Context: an optimization exercise on an open-source flow, tuned for small area and a short achievable clock period. The choices shown serve that exercise and are no tape-out recipe. The RTL was checked by simulation tests, not by an equivalence proof against the original design. Power figures rest on the tool's default switching activity, not on a simulated workload.

==> flow/design.v <==
`timescale 1ns / 1ps
module Fetch(
    input wire clk,
    input wire reset,
    input wire freeze,
    input wire update_pc,
    input wire [15:0] instruction,
    input wire [31:0] pc_new,
    output reg [15:0] data,
    output reg [31:0] pc
    );
always @(*)
begin
    data = instruction;
end
always @(posedge clk)
begin
    if (reset == 1) begin
        pc <= 0;
    end
    else begin
        if (freeze == 1) begin
            pc <= pc;
        end
        else begin
            if (update_pc == 1) begin
                pc <= pc_new;
            end
            else begin
                pc <= pc + 1;
            end
        end
    end
end
endmodule
`timescale 1ns / 1ps
module PipelineReg#(parameter bits_in = 0, parameter dep_out = 0)(
    input wire clk,
    input wire reset,
    input wire freeze,
    input wire update_pc,
    input wire [bits_in:0] data_in,
    input wire [63:0] operands_in,
    input wire [33:0] MuxData,
    output reg [63:0] operands_out,
    output reg [bits_in:0] data_out,
    output reg [dep_out:0] dependency_out,
    output reg [31:0] new_operand
    );
always @(posedge clk)
begin
    operands_out <= 0;
    if (reset == 1) begin
        case (bits_in)
            15 :
                begin
                    data_out <= {2'b00, 5'b00001, 9'b0};
                    dependency_out <= {2'b00, 5'b00001, 9'b0};
                end
            18 :
                begin
                    data_out <= {5'b00001, 14'b0};
                    dependency_out <= {5'b00001, 3'b0};
                end
            41 :
                begin
                    data_out <= 0;
                    dependency_out <= 0;
                    new_operand <= 0;
                end
        endcase
    end
    else
    case (bits_in)
        15 : 
            begin
                if (update_pc == 1) begin
                    data_out <= {2'b00, 5'b00001, 9'b0};
                    dependency_out <= {2'b00, 5'b00001, 9'b0};
                end
                else begin
                    if (freeze == 1) begin
                        dependency_out <= dependency_out;
                        data_out <= data_out;
                    end
                    else begin
                        dependency_out <= data_in;
                        data_out <= data_in;
                    end
                end
            end
        18 : 
            begin
                if (update_pc == 1) begin
                    data_out <= {5'b00001, 14'b0};
                    dependency_out <= {5'b00001, 3'b0};
                end
                else begin
                    if (freeze == 1) begin
                        data_out <= {5'b00001, 14'b0};
                        dependency_out <= {5'b00001, 3'b0};
                    end
                    else begin
                        if (MuxData[33:32] == 2'b01) begin
                            operands_out[63:32] <= MuxData[31:0];
                            operands_out[31:0] <= operands_in[31:0];
                        end
                        else if (MuxData[33:32] == 2'b10) begin
                            operands_out[31:0] <= MuxData[31:0];
                            operands_out[63:32] <= operands_in[63:32];
                        end
                        else begin
                            operands_out <= operands_in; 
                        end
                        data_out <= data_in;
                        dependency_out <= data_in[18:11];
                    end
                end
            end 
        41 :
            begin
                data_out <= data_in;
                dependency_out <= data_in[41:34];
                new_operand <= data_in[33:2];
            end
    endcase
end
endmodule
`timescale 1ns / 1ps
module Read(
    input wire [15:0] instruction,
    output reg [7:0] src,
    output reg [18:0] data
    );
reg [1:0] prefix;
reg [4:0] opcode;
reg [2:0] addr;
reg [7:0] val;
reg [2:0] cond;
always @(*)
begin
    prefix = 0;
    opcode = 0;
    addr = 0;
    cond = 0;
    val = 0;
    src = 0;
    prefix = instruction[15:14];
    case (prefix)
        2'b01:
            begin
                opcode = instruction[13:9];
                addr = instruction[8:6];
                case (opcode)
                    5'b01101, 5'b01110, 5'b01111 :
                        begin
                            src[7:6] = 2'b01;
                            src[5:3] = instruction[8:6];
                            val = {2'b0, instruction[5:0]};
                        end
                    default:
                        begin
                            src[7:6] = 2'b10;
                            src[5:3] = instruction[5:3];
                            src[2:0] = instruction[2:0];
                        end
                endcase
            end
        2'b10:
            begin
                addr = instruction[10:8];
                case (instruction[13:11])
                    3'b000:
                        begin
                            opcode = 5'b10000;
                        end
                    3'b001:
                        begin
                            src[7:6] = 2'b01;
                            src[5:3] = instruction[10:8];
                            opcode = 5'b10001;
                            val = instruction[7:0];
                        end
                    3'b010:
                        begin
                            src[7:6] = 2'b10;
                            src[5:3] = instruction[10:8];
                            src[2:0] = instruction[2:0];
                            opcode = 5'b10010;
                        end
                endcase
            end
        2'b11:
            begin
                case (instruction[13:12])
                    2'b00:
                        begin
                            src[7:6] = 2'b01;
                            src[5:3] = instruction[2:0];
                            opcode = 5'b10011;
                            val = {2'b0, instruction[5:0]};
                        end
                    2'b01 : opcode = 5'b10100;
                    2'b10:
                        begin
                            src[7:6] = 2'b10;
                            src[5:3] = instruction[8:6];
                            src[2:0] = instruction[2:0];
                            opcode = 5'b10101;
                            cond = instruction[11:9];
                        end
                    2'b11:
                        begin
                            src[7:6] = 2'b01;
                            src[5:3] = instruction[8:6];
                            opcode = 5'b10110;
                            cond = instruction[11:9];
                            val = {2'b0, instruction[5:0]};
                        end
                endcase
            end
        2'b00: 
            begin
                case(instruction[13:9])
                    5'b00001 : opcode = 5'b00001;
                    5'b00010 : opcode = 5'b00010;
                endcase
            end
    endcase
    data = {opcode, addr, cond, val};
end
endmodule
`timescale 1ns / 1ps
module Regs(
    input wire clk,
    input wire reset,
    input wire we,
    input wire [7:0] src,
    input wire [2:0] dest,
    input wire [31:0] result,
    output reg [63:0] operands
    );
reg [31:0] R[7:0];    
integer i;
always @(*)begin
    operands = 0;
    case (src[7:6])
        2'b01:
            begin
                operands[63:32] = R[src[5:3]];
                operands[31:0] = 0;
            end
        2'b10:
            begin
                operands[63:32] = R[src[5:3]];
                operands[31:0] = R[src[2:0]];
            end
    endcase
end
always @(posedge clk)
begin
    if (reset == 1) begin
        for (i = 0; i <= 7; i = i + 1) begin
            R[i] <= 0;
        end
    end
    else begin
        if (we == 1) begin
            R[dest] <= result;
        end    
    end
end
endmodule
`timescale 1ns / 1ps
module Execute(
    input wire [18:0] instruction,
    input wire [63:0] operands_in,
    output reg [9:0] addr,
    output reg update_pc,
    output reg [31:0] pc_new,
    output reg [31:0] data_out,
    output reg [41:0] exec_out,
    output reg [31:0] exec_operand_fast
    );
reg [31:0] result;
reg [7:0] val;
reg [2:0] cond;
reg [2:0] dest;
reg read_memory;
reg write_enable;
reg [4:0] opcode;
reg [31:0] operand1;
reg [31:0] operand2;
always @(*)
begin
    read_memory = 0;
    addr = 0;
    data_out = 0;
    write_enable = 0;
    update_pc = 0;
    val = instruction[7:0];
    cond = 0;
    opcode = instruction[18:14];
    result = 0;
    dest = 0;
    operand1 = operands_in[63:32];
    operand2 = operands_in[31:0];
    pc_new = 0;
    case(opcode)
        5'b00011 : 
            begin 
                result = operand1 + operand2;
                dest = instruction[13:11];
                write_enable = 1;
            end
        5'b00100 : 
            begin 
                result = operand1 + operand2;
                dest = instruction[13:11];
                write_enable = 1;
            end
        5'b00101 : 
            begin
                result = operand1 - operand2;
                dest = instruction[13:11];
                write_enable = 1;
            end
        5'b00110 : 
            begin
                result = operand1 - operand2;
                dest = instruction[13:11];
                write_enable = 1;
            end
        5'b00111 : 
            begin
                result = operand1 & operand2;
                dest = instruction[13:11];
                write_enable = 1;
            end
        5'b01000 : 
            begin
                result = operand1 | operand2;
                dest = instruction[13:11];
                write_enable = 1;
            end
        5'b01001 : 
            begin
                result = operand1 ^ operand2;
                dest = instruction[13:11];
                write_enable = 1;
            end
        5'b01010 : 
            begin
                result = ~(operand1 & operand2);
                dest = instruction[13:11];
                write_enable = 1;
            end
        5'b01011 : 
            begin
                result = ~(operand1 | operand2);
                dest = instruction[13:11];
                write_enable = 1;
            end
        5'b01100 : 
            begin
                result = ~(operand1 ^ operand2);
                dest = instruction[13:11];
                write_enable = 1;
            end
        5'b01101 : 
            begin
                result = operand1 >> val;
                dest = instruction[13:11];
                write_enable = 1;
            end
        5'b01110 : 
            begin
                result = $signed(operand1) >>> val;
                dest = instruction[13:11];
                write_enable = 1;
            end
        5'b01111 : 
            begin
                result = operand1 << val;
                dest = instruction[13:11];
                write_enable = 1;
            end
        5'b10000 : 
            begin
                dest = instruction[13:11];
                read_memory = 1;
                write_enable = 1;
            end
        5'b10001 : 
            begin
                result = {operand1[31:8],val};
                dest = instruction[13:11];
                write_enable = 1;
            end
        5'b10010 : 
            begin
                addr = operand1;
                data_out = operand2;
            end
        5'b10011 : 
            begin
                update_pc = 1;
                pc_new = operand1;
            end
        5'b10100 :
            begin
                update_pc = 1;
                pc_new = operand1 + val;
            end
        5'b10101 : 
            begin
                cond = instruction[10:8];
                case (cond)
                    3'b000 : if ($signed(operand1) < 0) begin
                                update_pc = 1;
                                pc_new = operand2;   
                             end
                    3'b001 : if ($signed(operand1) >= 0) begin
                                update_pc = 1;
                                pc_new = operand2;   
                             end
                    3'b010 : if (operand1 == 0) begin
                                update_pc = 1;
                                pc_new = operand2;   
                             end
                    3'b011 : if (operand1 != 0) begin
                                update_pc = 1;
                                pc_new = operand2;   
                             end
                endcase
            end
        5'b10110 :
            begin
                cond = instruction[10:8];
                val = instruction[5:0];
                case (cond)
                    3'b000 : if ($signed(operand1) < 0) begin
                                update_pc = 1;
                                pc_new = pc_new + val;   
                             end
                    3'b001 : if ($signed(operand1) >= 0) begin
                                update_pc = 1;
                                pc_new = pc_new + val;   
                             end
                    3'b010 : if (operand1 == 0) begin
                                update_pc = 1;
                                pc_new = pc_new + val;   
                             end
                    3'b011 : if (operand1 != 0) begin
                                update_pc = 1;
                                pc_new = pc_new + val;   
                             end
                endcase
            end
        5'b00001 : ;
        5'b00010 : ; 
    endcase
    exec_out = {opcode, dest, result, read_memory, write_enable};
    exec_operand_fast = result;
end    
endmodule
`timescale 1ns / 1ps
module WriteBack(
    input wire [31:0] data_in,
    input wire [41:0] exec_out,
    output reg we,
    output reg [2:0] dest,
    output reg [31:0] result
    );
reg read_memory;
always @(*)
begin
    read_memory = exec_out[1:1]; 
    we = exec_out[0:0];
    dest = exec_out[36:34]; 
    if (read_memory == 1) begin
        result = data_in;
    end
    else begin
        result = exec_out[34:2];
    end
end    
endmodule
`timescale 1ns / 1ps
module MUX_DataDependency(
    input wire [3:0] MuxCtrl,
    input wire [31:0] exec_operand,
    input wire [31:0] load_data,
    input wire [31:0] exec_operand_fast,
    output reg [33:0] MuxData
    );
always @(*)
begin
    case (MuxCtrl)
        4'b0101, 4'b0111 : MuxData = {2'b01,load_data};
        4'b0110, 4'b1000 : MuxData = {2'b10,load_data};
        4'b0011 : MuxData = {2'b01,exec_operand};
        4'b0100 : MuxData = {2'b10,exec_operand};
        4'b0001 : MuxData = {2'b01,exec_operand_fast};
        4'b0010 : MuxData = {2'b10,exec_operand_fast};
        default : MuxData = 0;
    endcase
end    
endmodule
`timescale 1ns / 1ps
module DataDependencyDetection(
    input wire [15:0] dataR1,
    input wire [7:0] dataR2,
    input wire [7:0] dataR3,
    input wire update_pc,
    output reg freeze,
    output reg [3:0] MuxCtrl
    );
reg marker;    
always @(*)
begin
    marker = 0;
    freeze = 0;
    MuxCtrl = 0;
    if (((dataR2[7:3] == 5'b10011) | (dataR2[7:3] == 5'b10100) | (dataR2[7:3] == 5'b10101) | (dataR2[7:3] == 5'b10110)) & (update_pc == 1)) begin
    end
    else begin
        case (dataR1[15:14])
            2'b01 :
                begin
                    case (dataR1[13:9])
                        5'b01101, 5'b01110, 5'b01111 :
                            begin 
                                if (dataR1[8:6] == dataR2[2:0]) begin
                                    if (dataR2[7:3] == 5'b10000) begin
                                        freeze = 1;
                                        MuxCtrl = 4'b0101;  
                                    end
                                    else if (dataR2[7:3] != 5'b00001) begin
                                        MuxCtrl = 4'b0001;  
                                    end
                                end
                                else if (dataR1[8:6] == dataR3[2:0]) begin
                                    if (dataR3[7:3] == 5'b10000) begin
                                        MuxCtrl = 4'b0111;  
                                    end
                                    else if (dataR2[7:3] != 5'b00001) begin
                                        MuxCtrl = 4'b0011;  
                                    end
                                end
                            end
                        default :
                            begin
                                if (dataR1[5:3] == dataR2[2:0]) begin
                                    if (dataR2[7:3] == 5'b10000) begin
                                        freeze = 1;
                                        MuxCtrl = 4'b0101;  
                                    end
                                    else if (dataR2[7:3] != 5'b00001) begin
                                        MuxCtrl = 4'b0001;  
                                    end
                                end
                                else if (dataR1[2:0] == dataR2[2:0]) begin
                                    if (dataR2[7:3] == 5'b10000) begin
                                        freeze = 1;
                                        MuxCtrl = 4'b0110;  
                                    end
                                    else if (dataR2[7:3] != 5'b00001) begin
                                        MuxCtrl = 4'b0010;  
                                    end
                                end
                                else if (dataR1[5:3] == dataR3[2:0]) begin
                                    if (dataR3[7:3] == 5'b10000) begin
                                        MuxCtrl = 4'b0111;  
                                    end
                                    else if (dataR3[7:3] != 5'b00001) begin
                                        MuxCtrl = 4'b0011;  
                                    end
                                end
                                else if (dataR1[2:0] == dataR3[2:0]) begin
                                    if (dataR3[7:3] == 5'b10000) begin
                                        MuxCtrl = 4'b1000;  
                                    end
                                    else if (dataR2[7:3] != 5'b00001) begin
                                        MuxCtrl = 4'b0100;  
                                    end
                                end
                            end
                    endcase
                end
            2'b10 :
                begin
                    case (dataR1[13:11])
                        3'b001 : 
                            begin
                                if (dataR1[10:8] == dataR2[2:0]) begin
                                    if (dataR2[7:3] == 5'b10000) begin
                                        freeze = 1;
                                        MuxCtrl = 4'b0101;  
                                    end
                                    else begin
                                        MuxCtrl = 4'b0001;  
                                    end
                                end
                                else if (dataR1[10:8] == dataR3[2:0]) begin
                                    if (dataR3[7:3] == 5'b10000) begin
                                        MuxCtrl = 4'b0111;  
                                    end
                                    else begin
                                        MuxCtrl = 4'b0011;  
                                    end
                                end
                            end
                        3'b010 : 
                            begin
                                if (dataR1[10:8] == dataR2[2:0]) begin
                                    if (dataR2[7:3] == 5'b10000) begin
                                        freeze = 1;
                                        MuxCtrl = 4'b0101;  
                                    end
                                    else begin
                                        MuxCtrl = 4'b0001;  
                                    end
                                end
                                else if (dataR1[10:8] == dataR3[2:0]) begin
                                    if (dataR3[7:3] == 5'b10000) begin
                                        MuxCtrl = 4'b0111;  
                                    end
                                    else begin
                                        MuxCtrl = 4'b0011;  
                                    end
                                end
                                else if (dataR1[2:0] == dataR2[2:0]) begin
                                    if (dataR2[7:3] == 5'b10000) begin
                                        freeze = 1;
                                        MuxCtrl = 4'b0110;  
                                    end
                                    else begin
                                        MuxCtrl = 4'b0010;  
                                    end
                                end
                                else if (dataR1[2:0] == dataR3[2:0]) begin
                                    if (dataR3[7:3] == 5'b10000) begin
                                        MuxCtrl = 4'b1000;  
                                    end
                                    else begin
                                        MuxCtrl = 4'b0100;  
                                    end
                                end
                            end
                    endcase
                end
            2'b11 :
                begin
                    case (dataR1[13:12])
                        2'b00 :
                            begin
                                if (dataR1[2:0] == dataR2[2:0]) begin
                                    if (dataR2[7:3] == 5'b10000) begin
                                        freeze = 1;
                                        MuxCtrl = 4'b0101;  
                                    end
                                    else begin
                                        MuxCtrl = 4'b0001;  
                                    end
                                end
                                else if (dataR1[2:0] == dataR3[2:0]) begin
                                    if (dataR3[7:3] == 5'b10000) begin
                                        MuxCtrl = 4'b0111;  
                                    end
                                    else begin
                                        MuxCtrl = 4'b0011;  
                                    end
                                end
                            end
                        2'b10 : 
                            begin
                                if (dataR1[8:6] == dataR2[2:0]) begin
                                    if (dataR2[7:3] == 5'b10000) begin
                                        freeze = 1;
                                        MuxCtrl = 4'b0101;  
                                    end
                                    else begin
                                        MuxCtrl = 4'b0001;  
                                    end
                                end
                                else if (dataR1[8:6] == dataR3[2:0]) begin
                                    if (dataR3[7:3] == 5'b10000) begin
                                        MuxCtrl = 4'b0111;  
                                    end
                                    else begin
                                        MuxCtrl = 4'b0011;  
                                    end
                                end
                                else if (dataR1[2:0] == dataR2[2:0]) begin
                                    if (dataR2[7:3] == 5'b10000) begin
                                        freeze = 1;
                                        MuxCtrl = 4'b0110;  
                                    end
                                    else begin
                                        MuxCtrl = 4'b0010;  
                                    end
                                end
                                else if (dataR1[2:0] == dataR3[2:0]) begin
                                    if (dataR3[7:3] == 5'b10000) begin
                                        MuxCtrl = 4'b1000;  
                                    end
                                    else begin
                                        MuxCtrl = 4'b0100;  
                                    end
                                end
                            end
                        2'b11 :
                            begin
                                if (dataR1[8:6] == dataR2[2:0]) begin
                                    if (dataR2[7:3] == 5'b10000) begin
                                        MuxCtrl = 4'b0101;  
                                        freeze = 1;
                                    end
                                    else begin
                                        MuxCtrl = 4'b0001;  
                                    end
                                end
                                else if (dataR1[8:6] == dataR3[2:0]) begin
                                    if (dataR3[7:3] == 5'b10000) begin
                                        MuxCtrl = 4'b0111;  
                                    end
                                    else begin
                                        MuxCtrl = 4'b0011;  
                                    end
                                end
                            end
                    endcase
                end
        endcase
    end
end
endmodule
`timescale 1ns / 1ps
module Processor(
    input wire clk,
    input wire reset,
    input wire [15:0] instruction,
    input wire [31:0] data_in,
    output wire [31:0] pc,
    output wire [9:0] addr,
    output wire [31:0] data_out
    );
wire freeze;
wire update_pc;
wire [31:0] pc_new;
wire [15:0] data;    
Fetch F(
    .clk(clk),
    .reset(reset),
    .freeze(freeze),
    .update_pc(update_pc),
    .instruction(instruction),
    .pc_new(pc_new),
    .data(data),
    .pc(pc)
);
wire [15:0] R1_out;
wire [15:0] R1_dep;
PipelineReg #(.bits_in(15), .dep_out(15)) R1(
    .clk(clk),
    .reset(reset),
    .freeze(freeze),
    .update_pc(update_pc),
    .data_in(data),
    .data_out(R1_out),
    .dependency_out(R1_dep)
);
wire [7:0] src;
wire [18:0] Read_out;
Read R(
    .instruction(R1_out),
    .src(src),
    .data(Read_out)
);
wire [18:0] R2_out;
wire [7:0] R2_dep;
wire [63:0] operands_in;
wire [63:0] operands_out;
wire [63:0] operands;
wire [33:0] MuxData;
wire [63:0] new_operand;
PipelineReg #(.bits_in(18), .dep_out(7)) R2(
    .clk(clk),
    .reset(reset),
    .freeze(freeze),
    .update_pc(update_pc),
    .data_in(Read_out),
    .operands_in(operands),
    .MuxData(MuxData),
    .operands_out(operands_out),
    .data_out(R2_out),
    .dependency_out(R2_dep)
);
wire [31:0] memory_data;
wire [41:0] Exec_out;
wire [31:0] exec_operand_fast;
assign data_out = memory_data;
Execute E(
    .instruction(R2_out),
    .operands_in(operands_out),
    .addr(addr),
    .update_pc(update_pc),
    .pc_new(pc_new),
    .data_out(memory_data),
    .exec_out(Exec_out),
    .exec_operand_fast(exec_operand_fast)
);
wire [7:0] R3_dep;
wire [41:0] R3_out;
PipelineReg #(.bits_in(41), .dep_out(7)) R3(
    .clk(clk),
    .reset(reset),
    .data_in(Exec_out),
    .data_out(R3_out),
    .dependency_out(R3_dep),
    .new_operand(new_operand)
);
wire we;
wire [2:0] dest;
wire [31:0] result;
WriteBack WB(
    .data_in(data_in),
    .exec_out(R3_out),
    .we(we),
    .dest(dest),
    .result(result)
);
Regs Regs(
    .clk(clk),
    .reset(reset),
    .we(we),
    .src(src),
    .dest(dest),
    .result(result),
    .operands(operands)
);
wire [3:0] MuxCtrl;
DataDependencyDetection DDD(
    .dataR1(R1_dep),
    .dataR2(R2_dep),
    .dataR3(R3_dep),
    .update_pc(update_pc),
    .freeze(freeze),
    .MuxCtrl(MuxCtrl)
);
MUX_DataDependency MUX(
    .MuxCtrl(MuxCtrl),
    .exec_operand(new_operand),
    .load_data(data_in),
    .exec_operand_fast(exec_operand_fast),
    .MuxData(MuxData)
);
endmodule
==> flow/run.sh <==
#!/bin/bash
# synth_recipe.tcl (not shown) runs the flow's synth.tcl, then flattens the netlist and writes it again
# the make line also repeats each setting of config.mk as NAME=value (left out here)
make -C /OpenROAD-flow-scripts/flow DESIGN_CONFIG=/design/flow/config.mk WORK_HOME=/design/flow/orfs CLKGATE_MAP_FILE= SYNTH_SCRIPT=/design/flow/synth_recipe.tcl finish
==> flow/config.mk <==
export PLATFORM = sky130hd
export DESIGN_NAME = Processor
export DESIGN_NICKNAME = Processor
export VERILOG_FILES = /design/flow/design.v
export SDC_FILE = /design/flow/constraint.sdc
export NUM_CORES = 4
export LEC_CHECK = 0
export CAP_MARGIN = 20
export CORE_MARGIN = 2
export CORE_UTILIZATION = 40
export PLACE_DENSITY = 0.6
export SLEW_MARGIN = 20
==> flow/constraint.sdc <==
create_clock -name core_clock -period 6.5 [get_ports {clk}]
set_input_delay 1.3000 -clock core_clock [delete_from_list [all_inputs] [get_ports {clk}]]
set_output_delay 1.3000 -clock core_clock [all_outputs]
set_load 0.01 [all_outputs]
==> summary.txt <==
==> final cells by class <==
type                       count  area (µm²)
clock buffer                  66        1390
multi-input combinational   3097       19800
antenna                        2        5.00
tap                         1060        1330
inverter                     118         443
clock inverter                27         305
fill                        8011       44100
sequential                   429       11200
timing repair buffer         242        2150
==> worst max-delay path: stages (launching register included) <==
cell and delay, ps:
dfxtp_1 360, or4_1 600, nor3_2 270, nand2b_1 150, or2_1 290, or4_1 550
o21ai_0 250, xnor2_1 160, ha_1 380, a21o_1 240, a21o_1 170, a21oi_1 220
nor3_1 100, nor4_1 190, o311ai_0 170, a221o_1 360, a211oi_1 400, o221a_2 280
o22ai_1 70
==> state kept, by name, indices dropped and copies added, names as in the netlist <==
| name | cells |
|---|---|
| R2.data_out | 12 |
| R3.new_operand | 31 |
| R1.data_out | 16 |
| R2.dependency_out | 7 |
| F.pc | 32 |
| R3.data_out | 3 |
| Regs.R | 256 |
| R3.dependency_out | 8 |
| R2.operands_out | 64 |
==> logic make-up (layout without fill, tap and decap cells) <==
family	Yosys count	in the layout	share of synthesized area
other	0	2	0
xor gates and xnor gates	104	104	0.0278
DFF	429	429	0.341
AOI/OAI and AO/OA	1087	1087	0.220
muxes	183	183	0.0836
adders and majority gates	113	113	0.0437
and+or+nand+nor	1610	1610	0.226
buffers and inverters	448	453	0.0576
==> worst paths after layout <==
path	to	slack [ps]
setup / recovery	R2.operands_out[27]	1110
hold / removal	R2.operands_out[34]	510
hold reg to reg	R2.operands_out[34]	510
setup reg to reg	R2.operands_out[27]	1110
==> report_power, final <==
part	switching (mW)	total (mW)	internal, mW
clock	1.24	2.99	1.75
sequential	0.111	3.08	2.97
combinational	1.19	1.80	0.616
==> synth_stat cells, drive strengths merged (70+ instances only) <==
| master | count | area share |
|---|---|---|
| and3 | 82 | 0.016 |
| inv | 117 | 0.013 |
| xnor2 | 74 | 0.020 |
| edfxtp | 256 | 0.24 |
| nand3 | 112 | 0.018 |
| o21ai | 239 | 0.037 |
| nand2 | 549 | 0.063 |
| nor2 | 523 | 0.060 |
| mux2i | 83 | 0.026 |
| dfxtp | 173 | 0.11 |
| clkbuf | 242 | 0.029 |
| a21oi | 287 | 0.044 |
| buf | 88 | 0.015 |
| ha | 111 | 0.042 |
| nor3 | 70 | 0.011 |
==> placed cells by master, fill, tap and decap left out, types with 81 or more instances in the layout <==
cell type        instances
a21oi_1                287
and3_1                  82
buf_4                  114
clkdlybuf4s50_1        122
dfxtp_1                166
edfxtp_1               256
ha_1                   111
inv_1                  115
mux2i_1                 81
nand2_1                546
nand3_1                106
nor2_1                 519
o21ai_0                210
==> metrics by stage <==
step / power (mW) / utilization / hold WS (ps)
2_1_floorplan: 4.25 / - / 477
3_3_place_gp: 4.86 / 0.432 / 497
3_5_place_dp: 4.86 / 0.432 / 497
4_1_cts: 7.80 / 0.453 / 512
5_1_grt: 8.09 / 0.453 / 545
6_report: 7.87 / 0.454 / 512
==> routing by layer <==
metal / vias up / global-route usage / share of wire
met3: 445 / 0.0651 / 0.11
met5: - / 0 / 0.00024
met4: 6 / 0.193 / 0.063
met1: 16200 / 0.473 / 0.40
li1: 14600 / - / -
met2: 2306 / 0.534 / 0.43
==> out/summary.txt <==
DRT Pass-1 Iters - 9
DRT iter0 DRCs - 5332
Synth cell types - 110
Setup slack at placement - 1260 ps
Period utilization - 0.829
Worst-skew pair later-pin latency - 640 ps
Num ports - 124
Initial antenna violation count - 4
Hold_sp - R3.new_operand[2]
Hold crit path type - flop to flop
Max-slew violations - 0
Synthesized Nets - 4137
Sink Count - 429
Maximum clock rate - 0.186 GHz
Actual slew at the worst max-slew pin - 1320 ps
Final setup TNS - 0 ps
CTS hold repair buffers - 0
Via/cell ratio - 6.65
CP Capture Type - flop
Max-cap violations - 0
DR WL/cell - 30.6 µm
Final hold violation count - 0
Static Leak - 12.7 nW
Crit path kind - flop to flop
Synth Warn # - 12
Clk slew on worst S/H paths - 60 ps
Post-CTS setup buffers - 0
Setup violators final - 0
Status - finished clean
Share of layout cells above drive strength 1 - 0.0955
GRT Total Usage - 0.352
Max clock buf depth - 3
Die area - 0.0841 mm²
Vias in the first global route - 30700
Fin worst setup slack - 1110 ps
Final Skew - 54.8 ps
Non-Filler Instances - 5041
Setup crit start - R2.operands_out[8]
Seq/Total Area, Yosys - 0.341
RSZ-0062 raised after global routing - no
Area Overhead vs Synth - 11.9%
Worst Setup Start Kind - flop
Relative slew slack - 0.121
VDD IR-drop max - 218 µV
Syn_area_per_cell - 8.23 µm²
Die width - 290 µm
CTS H-tree lvls - 2
Number of cells produced by synthesis - 3974
Die height - 290 µm
Hold path depth - 1
Nets - 4101
Critical R2R Launch - R2.operands_out[8]
CTS tree - built
DRC viols - 0
Root Driver - clkbuf_16
FF+latch count, synth - 429
Power Dens Cells - 215 mW/mm²
Aggregate global routing overflow - 0
Gates resized, CTS repair - 0
CP Max Fanout - 8
Via count - 33500
Num rows - 104
Final Cell Area - 0.0366 mm²
Placed Area - 0.0349 mm²
Min Tclk post-route - 5390 ps
Final WL - 154 mm
CP Data Required Time - 6940 ps
FF-to-FF path depth - 18
Detail Placement HPWL - 106 mm
Routability cong. - 1.10
First-pass GRT wire length - 220 mm
EDFF count, synth - 256
CP Data Arrival Time - 5820 ps
Largest net degree at the start of global routing - 127
Placed Instances - 4944
Ys flop type - edfxtp_1
IO Port Bufs - 123
Core footprint - 0.0807 mm²
Synthesized area - 0.0327 mm²
Total CTS buffers - 50
Initial Util - 0.405
Final antenna-violating net count - 0
Async S/R FF share, synth - 0

afterwards: timing with drivers on the ports:
The results above use ideal ports. As a check the final layout listed here was re-extracted and re-timed, cells and wires unchanged. Step 1 sets driving cells, clkbuf_16 on the clock port and buf_2 on the other inputs (assumed; they add their load-dependent delay and slew). Step 2 moves the port delays by t, midway between the first and last clock arrival at a register: inputs arrive t later, outputs are due t later. That takes back most of the time a late clock gives input paths. Slacks: no drivers / after step 1 / after step 2; pairs: no drivers / after step 1.
t (ns): 0.679
setup slack, ns: 1.114 / 1.114 / 1.114
clock arrival spread, ns: 0.055 / 0.055
slew at the worst register clock pin (ns): 0.10 / 0.10
After both steps this run still meets setup and hold. For this run, drivers alone change the setup slack by 0.000 ns; drivers and shift together by 0.000 ns.
